This is an optimization exercise on Yosys and OpenROAD, whose aim is small area, not a production implementation. The RTL was checked by simulation tests, not by an equivalence proof against the original design. Power is estimated from default activity; no workload was simulated.

==> design.v <==
module rf_read(all, sel, out);
	input [511:0] all;
	input [3:0] sel;
	output reg [31:0] out;
	integer k;
	always @(*) begin
		out = 32'b0;
		for (k = 0; k < 16; k = k + 1)
			out = out | ({32{sel == k}} & all[32*k +: 32]);
	end
endmodule
module shifter(a, imm, left, out);
	input [31:0] a;
	input [11:0] imm;
	input left;
	output [31:0] out;
	integer k;
	reg [31:0] ar, s, so;
	always @(*) begin
		for (k = 0; k < 32; k = k + 1) ar[k] = a[31-k];
		s = (left ? ar : a) >> imm[4:0];
		for (k = 0; k < 32; k = k + 1) so[k] = s[31-k];
	end
	assign out = (|imm[11:5]) ? 32'b0 : (left ? so : s);
endmodule
module adder32(a, b, cin, s, g, p);
	input [31:0] a, b;
	input cin;
	output [31:0] s;
	output reg [31:0] g, p;    
	reg [31:0] G, P;
	integer i, d;
	always @(*) begin
		g = a & b;
		p = a ^ b;
		G = g;
		P = p;
		G[0] = g[0] | (p[0] & cin);
		for (d = 1; d < 32; d = d * 2)
			for (i = 2*d - 1; i < 32; i = i + 2*d) begin
				G[i] = G[i] | (P[i] & G[i-d]);
				P[i] = P[i] & P[i-d];
			end
		for (d = 8; d >= 1; d = d / 2)
			for (i = 3*d - 1; i < 32; i = i + 2*d) begin
				G[i] = G[i] | (P[i] & G[i-d]);
				P[i] = P[i] & P[i-d];
			end
	end
	assign s = p ^ {G[30:0], cin};
endmodule
module Single_Cycle_Computer(clk, rst, pc, instr, mem_addr, mem_wdata, mem_we, mem_rdata);
	input clk, rst;
	output reg [31:0] pc;
	input [31:0] instr;
	output [31:0] mem_addr, mem_wdata;
	output mem_we;
	input [31:0] mem_rdata;
	reg [32*15-1:0] regs;    
	reg [31:0] r15;          
	reg z;
	wire [3:0] cond = instr[31:28];
	wire [1:0] op   = instr[27:26];
	wire [5:0] funct = instr[25:20];
	wire [3:0] cmd  = funct[4:1];
	wire [3:0] rn = instr[19:16];
	wire [3:0] rd = instr[15:12];
	wire [3:0] rm = instr[3:0];
	wire [11:0] imm = instr[11:0];
	wire ex     = (cond == 4'b1110) | ((cond == 4'b0000) & z);
	wire dp     = (op == 2'b00) & ~funct[5];
	wire is_alu = dp & ((cmd == 4'b0100) | (cmd == 4'b0010) | (cmd == 4'b0000) | (cmd == 4'b1100));
	wire is_cmp = dp & (cmd == 4'b1010);
	wire is_sh  = (op == 2'b00) & funct[5] & ((cmd == 4'b0011) | (cmd == 4'b0001));
	wire is_mem = (op == 2'b01) & ~funct[5];
	wire is_ldr = is_mem & funct[0];
	wire is_str = is_mem & ~funct[0];
	wire wr     = ex & (is_alu | is_sh | is_ldr);
	wire br     = wr & (rd == 4'b1111);
	wire setz   = ex & (is_cmp | (is_alu & funct[0]));
	wire [3:0] ra2 = op[0] ? rd : rm;
	wire [31:0] a, b;
	rf_read port_a({r15, regs}, rn, a);
	rf_read port_b({r15, regs}, ra2, b);
	wire sub = ~op[0] & cmd[1];                        
	wire [31:0] bx = op[0] ? {20'b0, imm} : (b ^ {32{sub}});
	wire [31:0] sum, g, p;
	adder32 add(a, bx, sub, sum, g, p);
	wire [31:0] lg = g | (p & {32{cmd[3]}});          
	wire use_lg = cmd[2] ? cmd[3] : ~cmd[1];           
	wire [31:0] alu = use_lg ? lg : sum;
	wire [31:0] sh;
	shifter shift(a, imm, cmd[1], sh);
	wire [31:0] res = op[0] ? mem_rdata : (funct[5] ? sh : alu);
	wire [28:0] inc = pc[31:3] + 29'd1;
	wire [31:0] pc4 = {pc[2] ? inc : pc[31:3], ~pc[2], pc[1:0]};
	wire [31:0] pc8 = {inc, pc[2:0]};
	integer i;
	always @(posedge clk) begin
		if (rst) pc <= 32'b0;
		else pc <= br ? res : pc4;
		r15 <= pc8;
		if (setz) z <= (alu == 32'b0);
		for (i = 0; i < 15; i = i + 1)
			if (wr & (rd == i)) regs[32*i +: 32] <= res;
	end
	assign mem_addr = sum;
	assign mem_wdata = b;
	assign mem_we = ex & is_str;
endmodule
==> flow/run.sh <==
#!/bin/bash
# Standard layout with two changes:
#  - ABC maps the logic with area-oriented scripts instead of ORFS's speed
#    script: flow/fast.abc for the adder (kept fast: it is on the critical
#    path), flow/area.abc for the other modules. Synthesis is otherwise
#    synth_recipe.tcl unchanged (see flow/my_synth.tcl).
#  - ports are buffered with buf_1 instead of the default delay cell.
# make's output goes to make.log; each ORFS step logs under orfs/logs.
set -euo pipefail
W=$PWD
sed -e "s#SYNTH_SCRIPT=[^ ]*#SYNTH_SCRIPT=$W/flow/my_synth.tcl#" standard.sh > my_standard.sh
export MY_ABC_SCRIPT=$W/flow/area.abc
export MY_ABC_AREA_MODS="Single_Cycle_Computer rf_read shifter"
export MY_ABC_FAST_SCRIPT=$W/flow/fast.abc
export MY_ABC_FAST_MODS="adder32"
bash my_standard.sh "BUFFER_PORTS_ARGS=-buffer_cell sky130_fd_sc_hd__buf_1" finish > make.log 2>&1
==> flow/area.abc <==
strash
&get -n
&st
&dch
&nf -R 1000
&put
strash
&get -n
&st
&dch
&nf -R 1000
&put
strash
&get -n
&st
&dch
&nf -R 1000
&put
==> flow/fast.abc <==
strash
&get -n
&st
&dch
&nf
&put
==> flow/my_synth.tcl <==
# synth_recipe.tcl with one change: ABC's script is chosen per module.
# MY_ABC_SCRIPT maps the modules listed in MY_ABC_AREA_MODS (or the whole
# design if that is empty); MY_ABC_FAST_SCRIPT maps the modules listed in
# MY_ABC_FAST_MODS.
proc synth {args} { yosys synth -nofsm -noshare {*}$args }
proc abc_with_script {script argl sel} {
  set i [lsearch -exact $argl -script]
  if { $i >= 0 } { set argl [lreplace $argl [expr {$i+1}] [expr {$i+1}] $script] }
  yosys abc {*}$argl {*}$sel
}
proc abc {args} {
  set area [expr {[info exists ::env(MY_ABC_SCRIPT)] ? $::env(MY_ABC_SCRIPT) : ""}]
  set amods [expr {[info exists ::env(MY_ABC_AREA_MODS)] ? $::env(MY_ABC_AREA_MODS) : ""}]
  set fast [expr {[info exists ::env(MY_ABC_FAST_SCRIPT)] ? $::env(MY_ABC_FAST_SCRIPT) : ""}]
  set fmods [expr {[info exists ::env(MY_ABC_FAST_MODS)] ? $::env(MY_ABC_FAST_MODS) : ""}]
  if { $area eq "" } { yosys abc {*}$args; return }
  if { $fmods ne "" } { abc_with_script $fast $args $fmods }
  abc_with_script $area $args $amods
}
source $::env(SCRIPTS_DIR)/synth.tcl
# left out here: clear keep_hierarchy, flatten, clean up, hide names made inside functions, write 1_2_yosys.v
==> standard.sh <==
#!/bin/bash
# synth_recipe.tcl (not shown) runs the flow's synth.tcl, then flattens the netlist and writes it again
# the make line also repeats each setting of config.mk as NAME=value (left out here)
make -C /OpenROAD-flow-scripts/flow DESIGN_CONFIG=/design/flow/config.mk WORK_HOME=/design/flow/orfs CLKGATE_MAP_FILE= SYNTH_SCRIPT=/design/flow/synth_recipe.tcl "${@:-finish}"
==> config.mk <==
export PLATFORM = sky130hd
export DESIGN_NAME = Single_Cycle_Computer
export DESIGN_NICKNAME = Single_Cycle_Computer
export VERILOG_FILES = /design/flow/design.v
export SDC_FILE = /design/flow/constraint.sdc
export NUM_CORES = 4
export LEC_CHECK = 0
export CAP_MARGIN = 10
export CORE_MARGIN = 2
export CORE_UTILIZATION = 70
export CTS_BUF_LIST = sky130_fd_sc_hd__clkbuf_16
export CTS_CLUSTER_DIAMETER = 60
export CTS_CLUSTER_SIZE = 20
export SETUP_SLACK_MARGIN = 0.2
export SLEW_MARGIN = 10
export SYNTH_HIERARCHICAL = 1
==> constraint.sdc <==
create_clock -name core_clock -period 11.0 [get_ports {clk}]
set_input_delay 2.2000 -clock core_clock [delete_from_list [all_inputs] [get_ports {clk}]]
set_output_delay 2.2000 -clock core_clock [all_outputs]
set_load 0.01 [all_outputs]
==> results of run 1 <==
==> Yosys stat by module, one instance, submodules excluded <==
| module | copies in the design | cell area (um^2) | flops+latches |
|---|---|---|---|
| Single_Cycle_Computer | 1 | 18400 | 545 |
| rf_read | 2 | 2345 | 0 |
| shifter | 1 | 1938 | 0 |
| adder32 | 1 | 1251 | 0 |
==> per-stage QoR <==
| step | area, um^2 | worst slack [ns] | total power [mW] | util | hold slack (ns) |
|---|---|---|---|---|---|
| 2_1_floorplan | 26280 | 0.2773 | 2.885 | - | 0.3936 |
| 3_3_place_gp | 28360 | 0.4245 | 3.239 | 0.7710 | 0.3600 |
| 3_5_place_dp | 28360 | 0.2184 | 3.258 | 0.7710 | 0.3653 |
| 4_1_cts | 29490 | 0.3529 | 4.564 | 0.8018 | 0.3732 |
| 5_1_grt | 29520 | 0.1727 | 4.740 | 0.8025 | 0.3882 |
| 6_report | 29520 | 0.4372 | 4.634 | 0.8026 | 0.3744 |
==> area by class of cell <==
class / count / area, um^2 / share of cell area
clock inverter: 19 / 148.9 / 0.005043
tap: 468 / 585.6 / 0.01983
timing repair buffer: 247 / 1255 / 0.04251
antenna: 1 / 2.502 / 0.00008476
inverter: 40 / 150.1 / 0.005086
multi-input combinational: 1536 / 10680 / 0.3617
clock buffer: 39 / 975.9 / 0.03306
sequential: 545 / 15730 / 0.5327
==> worst register-to-register path, cell delays in order, from the launching register on <==
cell,delay [ns]
edfxtp_1,0.42
a222oi_1,0.33
nand4_1,0.14
a221oi_1,0.35
nand3_1,0.26
xnor2_1,0.20
o21ai_0,0.30
clkinv_1,0.14
fa_1,0.40
clkinv_1,0.08
fa_1,0.20
nand3_1,0.08
nand2_1,0.14
a41oi_2,0.30
o41ai_1,0.47
buf_4,0.21
a31oi_2,0.20
o31ai_4,0.44
fa_1,0.50
nor2_1,0.13
a21oi_1,0.11
a222oi_1,0.59
clkinv_1,0.63
==> cells in the mapped netlist (2+ instances only) <==
master	count
nand4_1	75
o21a_1	2
nor4_1	7
xnor2_1	48
a21oi_1	155
nor2b_1	5
nand2_1	134
or2_0	8
nand4b_1	3
nand2b_1	11
edfxtp_1	481
fa_1	17
or3_1	2
a222oi_1	140
ha_1	33
a22oi_1	300
a21o_1	3
mux2_1	23
and2_0	4
a221oi_1	73
and4_1	2
nand3_1	80
a41oi_1	3
dfxtp_1	64
mux2i_1	30
nand3b_1	2
nor2_1	160
nor3_1	27
a211oi_1	21
o21ai_0	129
and3_1	3
xor2_1	26
clkinv_1	40
==> flip-flops by register name, summed over array words and instances, names as in the netlist <==
signal	count
z	1
r15	32
pc	32
regs	480
==> where the power goes <==
group / internal (mW) / switching (mW)
registers: 2.29 / 0.00366
logic: 0.290 / 0.684
clock network: 0.658 / 0.706
total: 3.24 / 1.39
==> routing by layer <==
metal | track usage | share of wire | up-vias
met4 | 0.3138 | 0.081 | 2
li1 | - | - | 9589
met2 | 0.7354 | 0.44 | 2665
met1 | 0.6189 | 0.31 | 10960
met3 | 0.1334 | 0.16 | 619
met5 | 0 | 0.00014 | -
==> cell families after synthesis <==
family / Yosys count / share of synthesized area
AOI/OAI and AO/OA: 835 / 0.2287
DFF: 545 / 0.5984
and+or+nand+nor: 524 / 0.09228
xor gates and xnor gates: 74 / 0.02466
muxes: 53 / 0.02128
adders and majority gates: 50 / 0.02866
buffers and inverters: 41 / 0.005999
==> path summary, 6_finish.rpt <==
kind | endpoint | depth (start not counted)
worst max-delay path | mem_addr[30] | 24
worst min-delay path | r15[0] | 0
worst max register to register | regs[156] | 22
worst min register to register | r15[0] | 0
==> timing repair <==
action,CTS,global route
resized for setup,1,4
endpoints found under the setup margin,1,7
endpoints found under the hold margin,0,0
==> reports/summary.txt, run 1 <==
area share of the largest cell type after synthesis -> 0.5497
# rows -> 70
Worst-Skew Late Latency -> 0.57 ns
Crit path largest cell delay -> 0.49 ns
Seq/Total Area, Yosys -> 0.5984
clk sinks -> 545
unrepaired setup endpoints after global routing -> no
dpl hpwl -> 60450 um
total wire length -> 94990 um
actual slew at the worst max-slew pin -> 1.366 ns
type of origin of the critical path -> primary input
worst reg2reg setup slack -> 3.93 ns
Post-synth EDFFs -> 481
via count -> 23840
Crit Path Max Fanout -> 7
Initial Util -> 0.7144
final cell count without fillers -> 2895
Final Skew -> 0.02364 ns
antenna violations before repair -> 2
Synth area leader -> edfxtp_1
crit path from -> instr[26]
final setup violation count -> 0
die width -> 197.8 um
Buf/Inv on CP -> 5
routed vias/inst -> 8.234
fin crit share -> 0.9603
Ports -> 163
most common cell after layout, fill and taps aside -> edfxtp_1
Crit Reg-Reg Startpoint -> regs[96]
peak supply drop -> 0.1565 mV
crit-path cells -> buf_2, mux2_1, nand2b_1, nor3_2, a222oi_1, nand4_1, a221oi_1, nand3_1, xnor2_1, o21ai_0, clkinv_1, fa_1, clkinv_1, fa_1, nand3_1, nand2_1, a41oi_2, o41ai_1, buf_4, a31oi_2, o31ai_4, a31o_1, fa_1, buf_1
Slowest-stage cell, CP -> mux2_1
Syn Inst Count -> 2122
CTS H-tree depth -> 2
CTS Buffer Depth -> 3
Crit Path Class -> primary input to output port
Hold Crit Class -> flop to flop
DR iter-0 viols -> 5718
Slew Limit Fails -> 0
post-route ant nets -> 0
fill cell count -> 2174
global-route wire length before repair -> 139000 um
Critical Path Most Common Cell -> fa_1
Die ar. -> 39110 um^2
Setup TNS Final -> 0 ns
register clock-pin slew on the reported worst setup and hold paths -> 0.07 ns
commonest non-fill, non-tap cells in the layout -> edfxtp_1, a22oi_1, buf_1
CP endpoint kind -> output port
Die H -> 197.8 um
status -> no timing/DRC/antenna violations
DRC Markers -> 0
P_leak -> 9.359 nW
CTS tree -> done
yosys warns -> 10
max-cap viol count -> 0
total global routing overflow -> 0
critical path's top delay family -> compound AO/OA/AOI/OAI gates
power per cell area -> 157.0 nW/um^2
syn_nets -> 2238
number of library cell types mapped by synthesis -> 44
layout cells sized above 1 -> 0.08079
post-CTS setup buffers -> 0
drt first pass iters -> 16
Primary FF master, synth -> edfxtp_1
ys async rst share -> 0
Yosys reg bits -> 545
Total GRT Usage -> 0.4845
mean area per synthesized cell -> 12.38 um^2
clock root buffer -> clkbuf_16
RePlAce Congestion -> 1.066
CP arrival -> 8.36 ns
drt wl/cell -> 32.81 um
mapped cell area -> 26280 um^2
Core Area -> 36790 um^2
Port Buffers -> 162
Area Growth Syn to Fin -> 12.35%
Cells after DPL -> 2836
final hold violations -> 0
Hold-fix buffers, CTS -> 0
clock buffer count from CTS -> 37
Hold Startpoint -> pc[0]
fin nets -> 2523
Tmin final -> 10.56 ns
largest net degree at the start of global routing -> 83
Slew headroom -> 0.08950
leading post-synthesis cells by cell area -> edfxtp_1, a22oi_1, a222oi_1
worst endpoint required time -> 8.80 ns
number of global-route vias before repair -> 22520
highest clock rate -> 94.67 MHz
==> run 2, diff against run 1 <==
--- a/config.mk
+++ b/config.mk
@@ -9,7 +9,7 @@
 export CORE_MARGIN = 2
 export CORE_UTILIZATION = 70
-export CTS_BUF_LIST = sky130_fd_sc_hd__clkbuf_16
-export CTS_CLUSTER_DIAMETER = 60
-export CTS_CLUSTER_SIZE = 20
+export CTS_BUF_LIST = sky130_fd_sc_hd__clkbuf_8
+export CTS_CLUSTER_DIAMETER = 50
+export CTS_CLUSTER_SIZE = 12
 export SETUP_SLACK_MARGIN = 0.2
 export SLEW_MARGIN = 10
==> reports/summary.txt, run 2 <==
mean area per synthesized cell -> 12.38 um^2
max reg flops -> 480
power per cell area -> 151.1 nW/um^2
Combinational Power Share -> 0.219
Port Buffers -> 162
register clock-pin slew on the reported worst setup and hold paths -> 0.08 ns
Post-synth EDFFs -> 481
CTS Buffer Depth -> 3
Slew Limit Fails -> 0
sw power -> 1.362 mW
Total GRT Usage -> 0.4763
syn_nets -> 2238
final hold violations -> 0
antenna diode count -> 0
Primary FF master, synth -> edfxtp_1
Crit path largest cell delay -> 0.50 ns
Slowest-stage cell, CP -> mux2_1
via count -> 23530
Pwr Total -> 4.434 mW
Synth area leader -> edfxtp_1
fin nets -> 2542
P_leak -> 9.326 nW
unrepaired setup endpoints after global routing -> no
leading post-synthesis cells by cell area -> edfxtp_1, a22oi_1, a222oi_1
post-route ant nets -> 0
CP arrival -> 8.32 ns
Tmin final -> 10.52 ns
yosys warns -> 10
status -> no timing/DRC/antenna violations
Slew headroom -> 0.2143
clock root buffer -> clkbuf_8
Final Skew -> 0.05627 ns
mapped cell area -> 26280 um^2
final setup violation count -> 0
Yosys reg bits -> 545
fill cell count -> 2232
critical path's top delay family -> compound AO/OA/AOI/OAI gates
Pint -> 3.072 mW
Core Util, Final -> 0.7975
largest net degree at the start of global routing -> 83
DR iter-0 viols -> 5634
Buf/Inv on CP -> 5
peak supply drop -> 0.1866 mV
highest clock rate -> 95.10 MHz
layout cells sized above 1 -> 0.08609
Hold Crit Class -> flop to flop
Worst-Skew Late Latency -> 0.70 ns
die width -> 197.8 um
actual slew at the worst max-slew pin -> 1.176 ns
Ports -> 163
CTS H-tree depth -> 2
ys async rst share -> 0
Resized cells post-CTS -> 0
clock buffer count from CTS -> 54
number of global-route vias before repair -> 22400
drt wl/cell -> 31.85 um
DRC Markers -> 0
Crit Path Max Fanout -> 7
antenna violations before repair -> 0
dpl hpwl -> 60450 um
CP endpoint kind -> output port
Seq/Total Area, Yosys -> 0.5984
Cells after DPL -> 2836
Initial Util -> 0.7144
number of library cell types mapped by synthesis -> 44
type of origin of the critical path -> primary input
Clock power frac -> 0.263
RePlAce Congestion -> 1.066
routed vias/inst -> 8.061
worst endpoint required time -> 8.80 ns
fin crit share -> 0.9560
total global routing overflow -> 0
Die H -> 197.8 um
count leader, synth -> edfxtp_1
Biggest register -> regs
Area Growth Syn to Fin -> 11.64%
global-route wire length before repair -> 136400 um
Critical Path Most Common Cell -> fa_1
Setup TNS Final -> 0 ns
clk sinks -> 545
Die ar. -> 39110 um^2
Syn Inst Count -> 2122
crit-path cells -> buf_2, mux2_1, nand2b_1, nor3_2, a222oi_1, nand4_1, a221oi_1, nand3_1, xnor2_1, o21ai_0, clkinv_1, fa_1, clkinv_1, fa_1, nand3_1, nand2_1, a41oi_2, o41ai_1, buf_4, a31oi_2, o31ai_4, a31o_1, fa_1, buf_1
CTS tree -> done
switching share of power -> 0.3071
area share of the largest cell type after synthesis -> 0.5497
max-cap viol count -> 0
drt first pass iters -> 13
total wire length -> 92980 um
Post-synth top cells -> edfxtp_1, a22oi_1, nor2_1, a21oi_1, a222oi_1
# rows -> 70
final cell count without fillers -> 2919
Crit Path Class -> primary input to output port
biggest regs -> regs x480, pc x32, r15 x32
Core Area -> 36790 um^2
post-CTS setup buffers -> 0
Hold-fix buffers, CTS -> 0
sequential power share -> 0.518
commonest non-fill, non-tap cells in the layout -> edfxtp_1, a22oi_1, buf_1
most common cell after layout, fill and taps aside -> edfxtp_1
## run 2: worst register-to-register path, cell delays in order (launching register included)
cell and delay, ns:
edfxtp_1 0.41, a222oi_1 0.35, nand4_1 0.16, a221oi_1 0.27, nand3_1 0.25, xnor2_1 0.19
o21ai_0 0.35, clkinv_1 0.16, fa_1 0.41, clkinv_1 0.07, fa_1 0.20, nand3_1 0.08
nand2_1 0.14, a41oi_2 0.29, o41ai_1 0.47, buf_4 0.20, a31oi_2 0.19, o31ai_4 0.41
fa_1 0.50, nor2_1 0.13, a21oi_1 0.11, a222oi_1 0.60, clkinv_1 0.62
## run 2: cell families (layout without fill, tap and decap cells)
kind of cell	count (synthesis)	count (layout)	share of synthesized area
adder cells (fa/ha/maj)	50	50	0.02866
multiplexers	53	53	0.02128
AND/OR/NAND/NOR	524	524	0.09228
XOR/XNOR	74	74	0.02466
AO/OA/AOI/OAI	835	835	0.2287
flip-flops	545	545	0.5984
buffers and inverters	41	370	0.005999
## run 2: per-module statistics from Yosys (local to each module, per instance)
module / flops+latches / cells / area, um^2
Single_Cycle_Computer: 545 / 1019 / 18400
adder32: 0 / 143 / 1251
rf_read: 0 / 310 / 2345
shifter: 0 / 340 / 1938
## run 2: worst paths after layout
| check | depth (start not counted) | to | from | slack [ns] |
|---|---|---|---|---|
| min | 0 | r15[1] | pc[1] | 0.38 |
| max reg2reg | 22 | regs[348] | regs[64] | 3.96 |
| max | 24 | mem_addr[30] | instr[26] | 0.48 |
| min reg2reg | 0 | r15[1] | pc[1] | 0.38 |
## run 2: final cells by class
cell class | instances | area (um^2) | share of cell area
clock buffer | 55 | 757.0 | 0.02580
clock inverter | 26 | 160.2 | 0.005459
inverter | 40 | 150.1 | 0.005118
multi-input combinational | 1536 | 10690 | 0.3644
sequential | 545 | 15730 | 0.5360
tap | 468 | 585.6 | 0.01996
timing repair buffer | 249 | 1267 | 0.04321
## run 2: per-layer routing
layer  GRT usage  vias up  part of all wire
met5           0        -                 0
met4      0.3194        0             0.080
met3      0.1294      517              0.16
met2      0.7131     2486              0.44
met1      0.6139    10920              0.32
li1            -     9612                 -
## run 2: per-stage QoR
stage                     area [um^2]  hold slack [ns]  setup WS, ns
after floorplan                 26280           0.3936        0.2773
after global placement          28360           0.3600        0.4245
after detailed placement        28360           0.3653        0.2184
after CTS                       29280           0.3821        0.2050
after global routing            29340           0.3977        0.2502
final                           29340           0.3830        0.4845
## run 2: power groups by stage
| stage | sequential, mW | clock (mW) | combinational (mW) |
|---|---|---|---|
| 2_1_floorplan | 2.34 | 0 | 0.541 |
| 3_3_place_gp | 2.34 | 0 | 0.897 |
| 3_5_place_dp | 2.34 | 0 | 0.916 |
| 4_1_cts | 2.30 | 1.15 | 0.921 |
| 5_1_grt | 2.30 | 1.23 | 1.03 |
| 6_report | 2.30 | 1.17 | 0.970 |
==> run 3, diff against run 2 <==
--- a/config.mk
+++ b/config.mk
@@ -6,11 +6,11 @@
 export NUM_CORES = 4
 export LEC_CHECK = 0
-export CAP_MARGIN = 10
+export CAP_MARGIN = 0
 export CORE_MARGIN = 2
 export CORE_UTILIZATION = 70
 export CTS_BUF_LIST = sky130_fd_sc_hd__clkbuf_8
 export CTS_CLUSTER_DIAMETER = 50
-export CTS_CLUSTER_SIZE = 12
+export CTS_CLUSTER_SIZE = 14
 export SETUP_SLACK_MARGIN = 0.2
-export SLEW_MARGIN = 10
+export SLEW_MARGIN = 0
 export SYNTH_HIERARCHICAL = 1
==> reports/summary.txt, run 3 <==
Post-synth EDFFs -> 481
clk sinks -> 545
Crit Path Max Fanout -> 7
global-route wire length before repair -> 136200 um
status -> no timing/DRC/antenna violations
Post-synth top cells -> edfxtp_1, a22oi_1, nor2_1, a21oi_1, a222oi_1
max-cap viol count -> 0
via count -> 23630
CTS H-tree depth -> 2
worst endpoint required time -> 8.80 ns
post-synthesis mux area share -> 0.02128
Slew headroom -> 0.01419
mapped cell area -> 26280 um^2
actual slew at the worst max-slew pin -> 1.479 ns
register clock-pin slew on the reported worst setup and hold paths -> 0.08 ns
unrepaired setup endpoints after global routing -> no
drt wl/cell -> 32.17 um
Yosys reg bits -> 545
CP endpoint kind -> output port
layout cells sized above 1 -> 0.08285
Biggest register -> regs
fin crit share -> 0.9579
Die ar. -> 39110 um^2
Die H -> 197.8 um
Tmin final -> 10.54 ns
type of origin of the critical path -> primary input
Cells after DPL -> 2836
DR iter-0 viols -> 5611
CTS Buffer Depth -> 3
Syn Inst Count -> 2122
Hold Crit Class -> flop to flop
yosys warns -> 10
Hold-fix buffers, CTS -> 0
DRC Markers -> 0
Ports -> 163
highest clock rate -> 94.90 MHz
Seq/Total Area, Yosys -> 0.5984
area share of and/or/nand/nor cells after synthesis -> 0.09228
post-route ant nets -> 0
largest net degree at the start of global routing -> 83
most common cell after layout, fill and taps aside -> edfxtp_1
Total GRT Usage -> 0.4753
area share of the largest cell type after synthesis -> 0.5497
die width -> 197.8 um
mean area per synthesized cell -> 12.38 um^2
Synth area leader -> edfxtp_1
Initial Util -> 0.7144
Area Growth Syn to Fin -> 11.11%
max reg flops -> 480
Worst-Skew Late Latency -> 0.68 ns
Slew Limit Fails -> 0
post-synthesis adder-cell area fraction -> 0.02866
largest family of logic cells by synthesized area -> compound AO/OA/AOI/OAI gates
Port Buffers -> 162
routed vias/inst -> 8.130
fin nets -> 2533
peak supply drop -> 0.1797 mV
Primary FF master, synth -> edfxtp_1
antenna diode count -> 0
biggest regs -> regs x480, pc x32, r15 x32
Crit Path Class -> primary input to output port
final cell count without fillers -> 2906
syn_nets -> 2238
final setup violation count -> 0
count leader, synth -> edfxtp_1
leading post-synthesis cells by cell area -> edfxtp_1, a22oi_1, a222oi_1
total wire length -> 93470 um
CTS tree -> done
# rows -> 70
clock buffer count from CTS -> 47
antenna violations before repair -> 4
final hold violations -> 0
clock root buffer -> clkbuf_8
Synth Area in Compound Gates -> 0.2287
power per cell area -> 149.6 nW/um^2
commonest non-fill, non-tap cells in the layout -> edfxtp_1, a22oi_1, buf_1
Core Area -> 36790 um^2
drt first pass iters -> 22
Post-Synth XOR/XNOR Area -> 0.02466
P_leak -> 9.244 nW
ys async rst share -> 0
Setup TNS Final -> 0 ns
number of library cell types mapped by synthesis -> 44
CP arrival -> 8.34 ns
total global routing overflow -> 0
Final Skew -> 0.03272 ns
dpl hpwl -> 60450 um
number of global-route vias before repair -> 22340
RePlAce Congestion -> 1.066
==> run 3: changes by cell type in the layout (fill, tap and decap cells not counted), sizes merged <==
cell and delta:
inv -4, clkinv -1, clkinvlp +1, clkbuf -8
buf -1
==> run 3: path summary, 6_finish.rpt <==
check / startpoint / to / slack, ns / cells after the start
setup / recovery: instr[3] / mem_addr[30] / 0.46 / 24
hold / removal: pc[1] / r15[1] / 0.38 / 0
setup reg to reg: regs[96] / regs[348] / 3.97 / 22
hold reg to reg: pc[1] / r15[1] / 0.38 / 0
==> run 3: where the power goes <==
group          internal (mW)  switching, mW
Combinational          0.290          0.680
Clock                  0.431          0.669
Sequential              2.29        0.00364
Total                   3.01           1.35
==> run 3: kinds of logic (layout without fill, tap and decap cells) <==
family / count (synthesis) / after routing
DFF: 545 / 545
muxes: 53 / 53
buffers and inverters: 41 / 357
xor gates and xnor gates: 74 / 74
adders and majority gates: 50 / 50
and+or+nand+nor: 524 / 524
AOI/OAI and AO/OA: 835 / 835
==> run 3: critical path, stage by stage <==
cell and delay [ns]:
buf_1 0.34, mux2_1 0.43, nand2b_1 0.28, nor2_2 0.07
a222oi_1 0.27, nand4_1 0.16, a221oi_1 0.28, nand3_1 0.24
xnor2_1 0.19, o21ai_0 0.32, clkinv_1 0.15, fa_1 0.41
clkinv_1 0.07, fa_1 0.20, nand3_1 0.08, nand2_1 0.14
a41oi_2 0.30, o41ai_1 0.46, buf_4 0.20, a31oi_2 0.18
o31ai_2 0.51, a31o_1 0.25, fa_1 0.44, buf_1 0.15
==> run 3: cell type report <==
cell class              count  area, um^2
inverters                  40       150.1
fillers                  2247        7587
well taps                 468       585.6
flip-flops and latches    545       15730
multi-input cells        1536       10680
repair buffers            247        1255
clock inverters            22       140.1
clock buffers              48       660.6
==> run 3: routing by layer <==
| layer | vias to the layer above | global-route usage | wire length [um] | share of wire |
|---|---|---|---|---|
| li1 | 9563 | - | - | - |
| met1 | 10980 | 0.6165 | 30060 | 0.32 |
| met2 | 2541 | 0.7174 | 41220 | 0.44 |
| met3 | 539 | 0.1305 | 14820 | 0.16 |
| met4 | 6 | 0.2943 | 7334 | 0.078 |
| met5 | - | 0.005109 | 40 | 0.00043 |
==> run 3: metrics by stage <==
| stage | util | power (mW) | setup WS (ns) | area [um^2] | hold slack (ns) |
|---|---|---|---|---|---|
| after detailed placement | 0.7710 | 3.258 | 0.2184 | 28360 | 0.3653 |
| final | 0.7937 | 4.367 | 0.4629 | 29200 | 0.3803 |
| after global routing | 0.7937 | 4.478 | 0.2111 | 29200 | 0.3960 |
| after global placement | 0.7710 | 3.239 | 0.4245 | 28360 | 0.3600 |
| after CTS | 0.7930 | 4.299 | 0.4021 | 29170 | 0.3800 |
| after floorplan | - | 2.885 | 0.2773 | 26280 | 0.3936 |
==> run 3: per-module statistics from Yosys, one instance, submodules excluded <==
module                 cell area (um^2)  flops+latches
Single_Cycle_Computer             18400            545
adder32                            1251              0
rf_read                            2345              0
shifter                            1938              0
==> run 3: repair_timing <==
item / 4_1_cts / 5_1_grt
buffers inserted: 0 / 0
setup endpoints to repair: 1 / 7
gates resized for setup: 1 / 4

==> separate check: timing with driven ports <==
How much do the figures lean on ideal ports? The routed layouts below were timed once more, with nothing changed but the port constraints. Step 1, drivers: a clkbuf_16 drives clk and a buf_2 each remaining input, both assumed. Step 2 also shifts input and output timing later by t, the mid clock arrival at the registers, as if the neighbouring blocks saw the same clock. Slacks: no drivers / after step 1 / after step 2; pairs: no drivers / after step 1.
| run | t, ns | setup slack, ns | worst hold slack (ns) | worst setup path at the end | clock arrival spread, ns |
|---|---|---|---|---|---|
| run 1 | 0.617 | 0.437 / 0.414 / 0.414 | 0.374 / 0.374 / 0.374 | input to output | 0.023 / 0.023 |
| run 2 | 0.723 | 0.484 / 0.461 / 0.461 | 0.383 / 0.383 / 0.383 | input to output | 0.057 / 0.056 |
| run 3 | 0.719 | 0.463 / 0.435 / 0.435 | 0.380 / 0.380 / 0.380 | input to output | 0.032 / 0.032 |
After both steps every run listed still meets setup and hold. The setup slack of run 3, which loses most, moves by -0.028 ns with the drivers and by -0.028 ns with both steps.
